This is an optimization exercise on Yosys and OpenROAD, whose aim is small area, a short achievable clock period and few clock cycles per item, not a production implementation.
Where RTL was checked, it was by simulation tests only, not by an equivalence proof against the original.

==> flow/design.v (excerpt) <==
module dct_4x4_core (
    input          clk,
    input          reset,
    input          i_valid,
    output         i_ready,
    input  [255:0] i_data,
    output         o_valid,
    input          o_ready,
    output [255:0] o_data
);
    reg  [3:1] v;
    wire en = o_ready | ~v[3];
    assign i_ready = en;
    assign o_valid = v[3];
    always @(posedge clk) begin
        if (reset)
            v <= 3'd0;
        else if (en)
            v <= {v[2:1], i_valid};
    end
    wire signed [8:0] x00 = {1'b0, i_data[240 +: 8]};
    wire signed [8:0] x01 = {1'b0, i_data[224 +: 8]};
    wire signed [8:0] x02 = {1'b0, i_data[208 +: 8]};
    wire signed [8:0] x03 = {1'b0, i_data[192 +: 8]};
    wire signed [8:0] x10 = {1'b0, i_data[176 +: 8]};
    wire signed [8:0] x11 = {1'b0, i_data[160 +: 8]};
    wire signed [8:0] x12 = {1'b0, i_data[144 +: 8]};
    wire signed [8:0] x13 = {1'b0, i_data[128 +: 8]};
    wire signed [8:0] x20 = {1'b0, i_data[112 +: 8]};
    wire signed [8:0] x21 = {1'b0, i_data[96 +: 8]};
    wire signed [8:0] x22 = {1'b0, i_data[80 +: 8]};
    wire signed [8:0] x23 = {1'b0, i_data[64 +: 8]};
    wire signed [8:0] x30 = {1'b0, i_data[48 +: 8]};
    wire signed [8:0] x31 = {1'b0, i_data[32 +: 8]};
    wire signed [8:0] x32 = {1'b0, i_data[16 +: 8]};
  ...
Size in the first run: about 6100 cells after synthesis, about 530 flip-flops, roughly 520 I/O pins, about 44000 um^2 of cells after synthesis.
Settings: LEC_CHECK=0, CAP_MARGIN=20, CORE_MARGIN=2, CORE_UTILIZATION=55, CTS_BUF_LIST=sky130_fd_sc_hd__clkbuf_4 sky130_fd_sc_hd__clkbuf_8, PLACE_DENSITY=0.7, SETUP_SLACK_MARGIN=1.9, SLEW_MARGIN=20; clock period 5.0 ns.
standard.sh (not shown) runs the stock make flow with config.mk's settings and CLKGATE_MAP_FILE= SYNTH_SCRIPT=/design/flow/synth_recipe.tcl, a recipe that flattens the netlist after the stock synthesis.
==> flow/flow/run.sh <==
#!/bin/bash
# Layout flow: the standard ORFS flow (standard.sh), with two synthesis
# changes so that ABC maps the whole datapath for a delay target:
#  - Yosys's full/half-adder extraction is skipped (ADDER_MAP_FILE empty);
#  - ABC runs flow/abc_speed.script (delay-targeted map) in place of ORFS's
#    abc_speed.script, through a copy of ORFS's scripts folder that differs
#    only in that file.
# Synthesis is otherwise synth_recipe.tcl unchanged (same registers and names);
# floorplan to final layout is standard.sh unchanged.
set -euo pipefail
S="$PWD/scripts_abc"
rm -rf "$S"
cp -r "$FLOW_HOME/scripts" "$S"
cp flow/abc_speed.script "$S/abc_speed.script"
bash standard.sh SCRIPTS_DIR="$S" ADDER_MAP_FILE= synth > synth.log 2>&1
bash standard.sh > layout.log 2>&1
==> flow/flow/abc_speed.script <==
strash
dch
map -D 1750
topo
buffer -c
upsize -c -D 1750
dnsize -c -D 1750
Testbench counts at the start, summed over its fixed seeds: cycles 2,072, items 2,048.
Edit:
==> flow/flow/abc_speed.script (replaced) <==
strash
dch
map -D 1600
topo
buffer -c
upsize -c -D 1600
dnsize -c -D 1600
Settings changed: CTS_BUF_LIST sky130_fd_sc_hd__clkbuf_4 sky130_fd_sc_hd__clkbuf_8 to not set, SETUP_SLACK_MARGIN 1.9 to 2.1.
What happened:
- The new run produced a clean layout
- sequential share of layout area falls by 3.3 points
- sequential cell count is unchanged
- worst setup slack gains 0.084 ns
- via count grows by about a fifth
Edit:
==> flow/flow/abc_speed.script (replaced) <==
strash
dch
map -D 2500
topo
buffer -c
upsize -c -D 2500
dnsize -c -D 2500
Settings changed: CORE_UTILIZATION 55 to 40, PLACE_DENSITY 0.7 to 0.6, SETUP_SLACK_MARGIN 2.1 to 0.8.
Result: Via count is lower by about 20%. Synthesized area is lower by about 10%. Non-clock buffer count is lower by 204. Maximum frequency is lower by about 21%. Worst setup slack is worse by 0.81 ns. Clock skew is lower by 0.012 ns. First-iteration DRC count is lower by 27%. Clock-buffer cell count is higher by 8. Final area is lower by 17%. Wire length is lower by about 20%.

---

Starting RTL as in the previous note.
export LEC_CHECK = 0
export CAP_MARGIN = 20
export CORE_MARGIN = 2
export CORE_UTILIZATION = 55
export PLACE_DENSITY = 0.7
export SETUP_SLACK_MARGIN = 2.4
export SLEW_MARGIN = 20
create_clock -name core_clock -period 5.0 [get_ports {clk}]
==> flow/flow/abc_speed.script <==
strash
dch
map -D 1750
topo
buffer -c
upsize -c -D 1750
dnsize -c -D 1750
Scripts as last shown in full above: flow/flow/run.sh
Testbench counts at the start, summed over its fixed seeds: cycles 2,072, items 2,048.
Then changed:
- SETUP_SLACK_MARGIN: 2.4 -> 1.9
Result:
- via count fell by 21%
- setup slack gets better by 0.72 ns
- sequential share of layout area rose by 7.1 points
- critical path depth shrinks by 15
- final cell count shrinks by about 10%
- cell area is lower by about 24%
- wire length fell by 34%
Then changed:
==> flow/flow/abc_speed.script (replaced) <==
strash
dch
map -D 1650
topo
buffer -c
upsize -c -D 1650
dnsize -c -D 1650
- SETUP_SLACK_MARGIN: 1.9 -> 2.0
The new run passed the timing, design-rule and antenna checks.
Final area is higher by 5.5%.
Setup slack is better by 0.050 ns.
Count of clock-buffer cells in the layout is higher by 5.
Synthesized area is higher by about 2.4%.
Maximum frequency is higher by 1.7%.
Final cell count is higher by about 6%.
Synthesized cell count is higher by 6.5%.

---

Starting RTL as in the previous note.
make LEC_CHECK=0 CAP_MARGIN=20 CORE_MARGIN=2 CORE_UTILIZATION=40 PLACE_DENSITY=0.6 SETUP_SLACK_MARGIN=0.8 SLEW_MARGIN=20 finish   # period 5.0 ns
run.sh (not shown) runs the stock make flow with config.mk's settings and CLKGATE_MAP_FILE= SYNTH_SCRIPT=/design/flow/synth_recipe.tcl, a recipe that flattens the netlist after the stock synthesis.
Stock flow here: none of the scripts above is used.
The starting point finished with timing, DRC and antenna clean.
Testbench counts at the start, summed over its fixed seeds: cycles 2,072, items 2,048.
Change:
==> flow/flow/run.sh (new file) <==
#!/bin/bash
# Layout flow: the standard ORFS flow (standard.sh), with two synthesis
# changes so that ABC maps the whole datapath for a delay target:
#  - Yosys's full/half-adder extraction is skipped (ADDER_MAP_FILE empty);
#  - ABC runs flow/abc_speed.script (delay-targeted map) in place of ORFS's
#    abc_speed.script, through a copy of ORFS's scripts folder that differs
#    only in that file.
# Synthesis is otherwise synth_recipe.tcl unchanged (same registers and names);
# floorplan to final layout is standard.sh unchanged.
set -euo pipefail
S="$PWD/scripts_abc"
rm -rf "$S"
cp -r "$FLOW_HOME/scripts" "$S"
cp flow/abc_speed.script "$S/abc_speed.script"
bash standard.sh SCRIPTS_DIR="$S" ADDER_MAP_FILE= synth > synth.log 2>&1
bash standard.sh > layout.log 2>&1
==> flow/flow/abc_speed.script (new file) <==
strash
dch
map -D 2000
topo
buffer -c
upsize -c -D 2000
dnsize -c -D 2000
==> flow/standard.sh (new file) <==
#!/bin/bash
# synth_recipe.tcl (not shown) runs the flow's synth.tcl, then flattens the netlist and writes it again
# the make line also repeats each setting of config.mk as NAME=value (left out here)
make -C /OpenROAD-flow-scripts/flow DESIGN_CONFIG=/design/flow/config.mk WORK_HOME=/design/flow/orfs CLKGATE_MAP_FILE= SYNTH_SCRIPT=/design/flow/synth_recipe.tcl "${@:-finish}"
CORE_UTILIZATION = 55   (was 40)
PLACE_DENSITY = 0.7   (was 0.6)
SETUP_SLACK_MARGIN = 1.1   (was 0.8)
removed: flow/run.sh
Outcome:
- cell count increases by 13%
- design area decreases by 8.9%
- global-route usage increases by 8.3 points
- routed wire length decreases by 2.0%
Change:
==> flow/run.sh (new file) <==
#!/bin/bash
# synth_recipe.tcl (not shown) runs the flow's synth.tcl, then flattens the netlist and writes it again
# the make line also repeats each setting of config.mk as NAME=value (left out here)
make -C /OpenROAD-flow-scripts/flow DESIGN_CONFIG=/design/flow/config.mk WORK_HOME=/design/flow/orfs CLKGATE_MAP_FILE= SYNTH_SCRIPT=/design/flow/synth_recipe.tcl finish
CORE_UTILIZATION = 40   (was 55)
PLACE_DENSITY = 0.6   (was 0.7)
SETUP_SLACK_MARGIN = 1.8   (was 1.1)
removed: flow/flow/run.sh
removed: flow/flow/abc_speed.script
removed: flow/standard.sh
=>
- non-clock buffer count increases by 528
- routed wire length increases by 18%
- utilization decreases by 7.7 points
- fmax decreases by 12%
- design area increases by 31%
- synthesized cell count decreases by 22%
- worst setup slack loses 0.49 ns
- clock-buffer cell count increases by 5
- synthesized area increases by 8.4%
- critical path depth increases by 1
- final cell count decreases by 4.3%
Change:
==> flow/flow/run.sh (new file) <==
#!/bin/bash
# Layout flow: the standard ORFS flow (standard.sh), with two synthesis
# changes so that ABC maps the whole datapath for a delay target:
#  - Yosys's full/half-adder extraction is skipped (ADDER_MAP_FILE empty);
#  - ABC runs flow/abc_speed.script (delay-targeted map) in place of ORFS's
#    abc_speed.script, through a copy of ORFS's scripts folder that differs
#    only in that file.
# Synthesis is otherwise synth_recipe.tcl unchanged (same registers and names);
# floorplan to final layout is standard.sh unchanged.
set -euo pipefail
S="$PWD/scripts_abc"
rm -rf "$S"
cp -r "$FLOW_HOME/scripts" "$S"
cp flow/abc_speed.script "$S/abc_speed.script"
bash standard.sh SCRIPTS_DIR="$S" ADDER_MAP_FILE= synth > synth.log 2>&1
bash standard.sh > layout.log 2>&1
==> flow/flow/abc_speed.script (new file) <==
strash
dch
map -D 1750
topo
buffer -c
upsize -c -D 1750
dnsize -c -D 1750
strash
dch
map -D 1750
topo
buffer -c
upsize -c -D 1750
dnsize -c -D 1750
==> flow/standard.sh (new file) <==
#!/bin/bash
# synth_recipe.tcl (not shown) runs the flow's synth.tcl, then flattens the netlist and writes it again
# the make line also repeats each setting of config.mk as NAME=value (left out here)
make -C /OpenROAD-flow-scripts/flow DESIGN_CONFIG=/design/flow/config.mk WORK_HOME=/design/flow/orfs CLKGATE_MAP_FILE= SYNTH_SCRIPT=/design/flow/synth_recipe.tcl "${@:-finish}"
CORE_UTILIZATION = 55   (was 40)
PLACE_DENSITY = 0.7   (was 0.6)
SETUP_SLACK_MARGIN = 1.9   (was 1.8)
removed: flow/run.sh
Non-clock buffer count came out lower by 373.
Worst hold slack improves by 0.016 ns.
Register-to-register slack improves by 0.93 ns.
Global-route usage came out higher by 8.6 points.
Via count came out higher by 10%.
Synthesized area came out lower by 7.4%.

---

## lane 4
Another version of the RTL of dct_4x4_core (not shown whole).
Size: about 380 flip-flops, about 520 I/O pins, roughly 0.038 sq mm of cells after synthesis.
Design dct_4x4_core, start of the top module:
module dct_4x4_core (
    input          clk,
    input          reset,
    input          i_valid,
    output         i_ready,
    input  [255:0] i_data,
    output         o_valid,
    input          o_ready,
    output [255:0] o_data
);
    reg  [2:1] v;
    wire en = o_ready | ~v[2];
    assign i_ready = en;
    assign o_valid = v[2];
    always @(posedge clk) begin
        if (reset)
            v <= 2'd0;
        else if (en)
            v <= {v[1:1], i_valid};
    end
    wire signed [8:0] x00 = {1'b0, i_data[240 +: 8]};
    wire signed [8:0] x01 = {1'b0, i_data[224 +: 8]};
    wire signed [8:0] x02 = {1'b0, i_data[208 +: 8]};
    wire signed [8:0] x03 = {1'b0, i_data[192 +: 8]};
    wire signed [8:0] x10 = {1'b0, i_data[176 +: 8]};
    wire signed [8:0] x11 = {1'b0, i_data[160 +: 8]};
    wire signed [8:0] x12 = {1'b0, i_data[144 +: 8]};
    wire signed [8:0] x13 = {1'b0, i_data[128 +: 8]};
    wire signed [8:0] x20 = {1'b0, i_data[112 +: 8]};
    wire signed [8:0] x21 = {1'b0, i_data[96 +: 8]};
    wire signed [8:0] x22 = {1'b0, i_data[80 +: 8]};
    wire signed [8:0] x23 = {1'b0, i_data[64 +: 8]};
    wire signed [8:0] x30 = {1'b0, i_data[48 +: 8]};
    wire signed [8:0] x31 = {1'b0, i_data[32 +: 8]};
    wire signed [8:0] x32 = {1'b0, i_data[16 +: 8]};
  ...
clock: 5.0 ns
lec_check: 0
cap_margin: 20
core_margin: 2
core_utilization: 40
place_density: 0.6
slew_margin: 20
standard.sh (not shown) runs the stock make flow with config.mk's settings and CLKGATE_MAP_FILE= SYNTH_SCRIPT=/design/flow/synth_recipe.tcl, a recipe that flattens the netlist after the stock synthesis.
==> flow/flow/run.sh <==
#!/bin/bash
# Layout flow: the standard ORFS flow (standard.sh), with two synthesis
# changes so that ABC maps the whole datapath for a delay target:
#  - Yosys's full/half-adder extraction is skipped (ADDER_MAP_FILE empty);
#  - ABC runs flow/abc_speed.script (delay-targeted map) in place of ORFS's
#    abc_speed.script, through a copy of ORFS's scripts folder that differs
#    only in that file.
# Synthesis is otherwise synth_recipe.tcl unchanged (same registers and names);
# floorplan to final layout is standard.sh unchanged.
set -euo pipefail
S="$PWD/scripts_abc"
rm -rf "$S"
cp -r "$FLOW_HOME/scripts" "$S"
cp flow/abc_speed.script "$S/abc_speed.script"
bash standard.sh SCRIPTS_DIR="$S" ADDER_MAP_FILE= synth > synth.log 2>&1
bash standard.sh > layout.log 2>&1
==> flow/flow/abc_speed.script <==
strash
dch
map -D 2500
topo
buffer -c
upsize -c -D 2500
dnsize -c -D 2500
Both conditions hold for lane 4: the flow ran to the end and the final layout passed the timing, design-rule and antenna checks.
Inputs modified between lane 4 and lane 5:
- SETUP_SLACK_MARGIN newly set to 0.8
==> flow/run.sh (new file) <==
#!/bin/bash
# synth_recipe.tcl (not shown) runs the flow's synth.tcl, then flattens the netlist and writes it again
# the make line also repeats each setting of config.mk as NAME=value (left out here)
make -C /OpenROAD-flow-scripts/flow DESIGN_CONFIG=/design/flow/config.mk WORK_HOME=/design/flow/orfs CLKGATE_MAP_FILE= SYNTH_SCRIPT=/design/flow/synth_recipe.tcl finish
removed: flow/flow/run.sh
removed: flow/flow/abc_speed.script
removed: flow/standard.sh
### Flow results
In lane 5 relative to lane 4, routed length on met3 had gone down by a little under 10%. Going from lane 4 to lane 5, wire length the detailed router placed on met1 shrank by a few percent. Between lane 4 and lane 5, the sequential share of cell area is higher for lane 4. Most common cell after layout, fill and taps aside = sky130_fd_sc_hd__nand2_1: lane 4; most common cell after layout, fill and taps aside = sky130_fd_sc_hd__ha_1: lane 5.
No functional check of the RTL was part of any run of this note.

---

the previous run:
dct_4x4_core, a different RTL version from the one above (not shown whole).
Size: about 4700 cells after synthesis, ~580 flip-flops, about 520 I/O pins, ~0.048 mm² of cells after synthesis.
Design dct_4x4_core, start of the top module:
module dct_4x4_core (
    input          clk,
    input          reset,
    input          i_valid,
    output         i_ready,
    input  [255:0] i_data,
    output         o_valid,
    input          o_ready,
    output [255:0] o_data
);
    reg  [3:1] v;
    wire en = o_ready | ~v[3];
    assign i_ready = en;
    assign o_valid = v[3];
    always @(posedge clk) begin
        if (reset)
            v <= 3'd0;
        else if (en)
            v <= {v[2:1], i_valid};
    end
    wire signed [8:0] x00 = {1'b0, i_data[240 +: 8]};
    wire signed [8:0] x01 = {1'b0, i_data[224 +: 8]};
    wire signed [8:0] x02 = {1'b0, i_data[208 +: 8]};
    wire signed [8:0] x03 = {1'b0, i_data[192 +: 8]};
    wire signed [8:0] x10 = {1'b0, i_data[176 +: 8]};
    wire signed [8:0] x11 = {1'b0, i_data[160 +: 8]};
    wire signed [8:0] x12 = {1'b0, i_data[144 +: 8]};
    wire signed [8:0] x13 = {1'b0, i_data[128 +: 8]};
    wire signed [8:0] x20 = {1'b0, i_data[112 +: 8]};
    wire signed [8:0] x21 = {1'b0, i_data[96 +: 8]};
    wire signed [8:0] x22 = {1'b0, i_data[80 +: 8]};
    wire signed [8:0] x23 = {1'b0, i_data[64 +: 8]};
    wire signed [8:0] x30 = {1'b0, i_data[48 +: 8]};
    wire signed [8:0] x31 = {1'b0, i_data[32 +: 8]};
    wire signed [8:0] x32 = {1'b0, i_data[16 +: 8]};
    wire signed [8:0] x33 = {1'b0, i_data[0 +: 8]};
    wire signed [9:0] s03_0 = x00 + x30;
    wire signed [9:0] s12_0 = x10 + x20;
    wire signed [8:0] d03_0 = x00 - x30;
    wire signed [8:0] d12_0 = x10 - x20;
    wire signed [9:0] s03_1 = x01 + x31;
    wire signed [9:0] s12_1 = x11 + x21;
    wire signed [8:0] d03_1 = x01 - x31;
    wire signed [8:0] d12_1 = x11 - x21;
    wire signed [9:0] s03_2 = x02 + x32;
    wire signed [9:0] s12_2 = x12 + x22;
    wire signed [8:0] d03_2 = x02 - x32;
    wire signed [8:0] d12_2 = x12 - x22;
    wire signed [9:0] s03_3 = x03 + x33;
  ...
clock: 5.0 ns
lec_check: 0
cap_margin: 20
core_margin: 2
core_utilization: 40
place_density: 0.6
setup_slack_margin: 1.8
slew_margin: 20
run.sh (not shown) runs the stock make flow with config.mk's settings and CLKGATE_MAP_FILE= SYNTH_SCRIPT=/design/flow/synth_recipe.tcl, a recipe that flattens the netlist after the stock synthesis.
Stock flow here: none of the scripts above is used.
Setup changes, the previous run to the current run
Settings: SETUP_SLACK_MARGIN changed from 1.8 to 0.8.
--- outcome ---
Changes observed in the current run relative to the previous run: routed wire length went down, final hold slack did not really move, instance area at placement went down.
met1 routed wirelength after detailed routing shrinks by a few percent when moving from the previous run to the current run.
Comparing the previous run and the current run, the lower minimum period implied by the final worst setup slack is on the previous run.
The current run ended up with a higher ratio of final minimum period to clock period than the previous run did.
Lower final RePlAce weighted congestion was reported by the previous run, not the current run.
Compare the previous run and the current run | transition at the pin with the smallest max-transition slack lower: the previous run
The current run against the previous run; net total in the final layout is down by a few percent.
Number of inserted filler cells in the final layout, the current run vs the previous run: up by a little under 10%
No run of this note included a check of the RTL's function; only the layout flow was run.

-- re-timing with driven ports --
No port has a modelled driver above. Below, the same layouts with a new extraction and two added sets of constraints.
Step 1 (the two cells are an assumption about what drives the block):
set clk [get_ports {clk}]
set_driving_cell -lib_cell sky130_fd_sc_hd__clkbuf_16 $clk
set_driving_cell -lib_cell sky130_fd_sc_hd__buf_2 [delete_from_list [all_inputs] $clk]
Step 2, shift: input delay + t, output delay - t, t = (earliest + latest rising clock arrival at the registers) / 2. This alone moves slack from input paths to output paths.
Slacks: ideal ports / drivers / drivers and shift; pairs: ideal ports / drivers.
run	t, ns	setup WS [ns]	worst setup path after step 2	worst slew at a driven data input, ns	pins driven straight from the clock port
the first run of note 1	0.772	1.929 / 1.904 / 1.335	input to register	0.16	1
the second run of note 1	0.730	2.013 / 2.013 / 1.455	input to register	0.18	1
the third run of note 1	0.700	1.204 / 1.204 / 1.116	input to register	0.18	1
the first run of note 2	0.744	1.213 / 1.213 / 1.213	register to register	0.18	1
the second run of note 2	0.723	1.937 / 1.912 / 1.348	input to register	0.16	1
the third run of note 2	0.707	1.987 / 1.987 / 1.431	input to register	0.14	1
the first run of note 3	0.681	0.961 / 0.961 / 0.961	register to register	0.19	1
the second run of note 3	0.701	1.489 / 1.489 / 1.147	input to register	0.13	1
the third run of note 3	0.712	0.996 / 0.996 / 0.996	register to register	0.18	1
the fourth run of note 3	0.701	1.929 / 1.929 / 1.295	input to register	0.14	1
lane 4	0.687	0.742 / 0.742 / 0.190	input to register	0.18	1
lane 5	0.659	0.259 / 0.259 / 0.259	register to register	0.17	1
the previous run	0.697	1.158 / 1.158 / 1.065	input to register	0.18	1
the current run	0.702	0.999 / 1.012 / 0.342	input to register	0.20	1
After both steps every run listed still meets setup and hold. For the current run, which loses most, drivers alone change the setup slack by +0.013 ns; drivers and shift together by -0.657 ns.
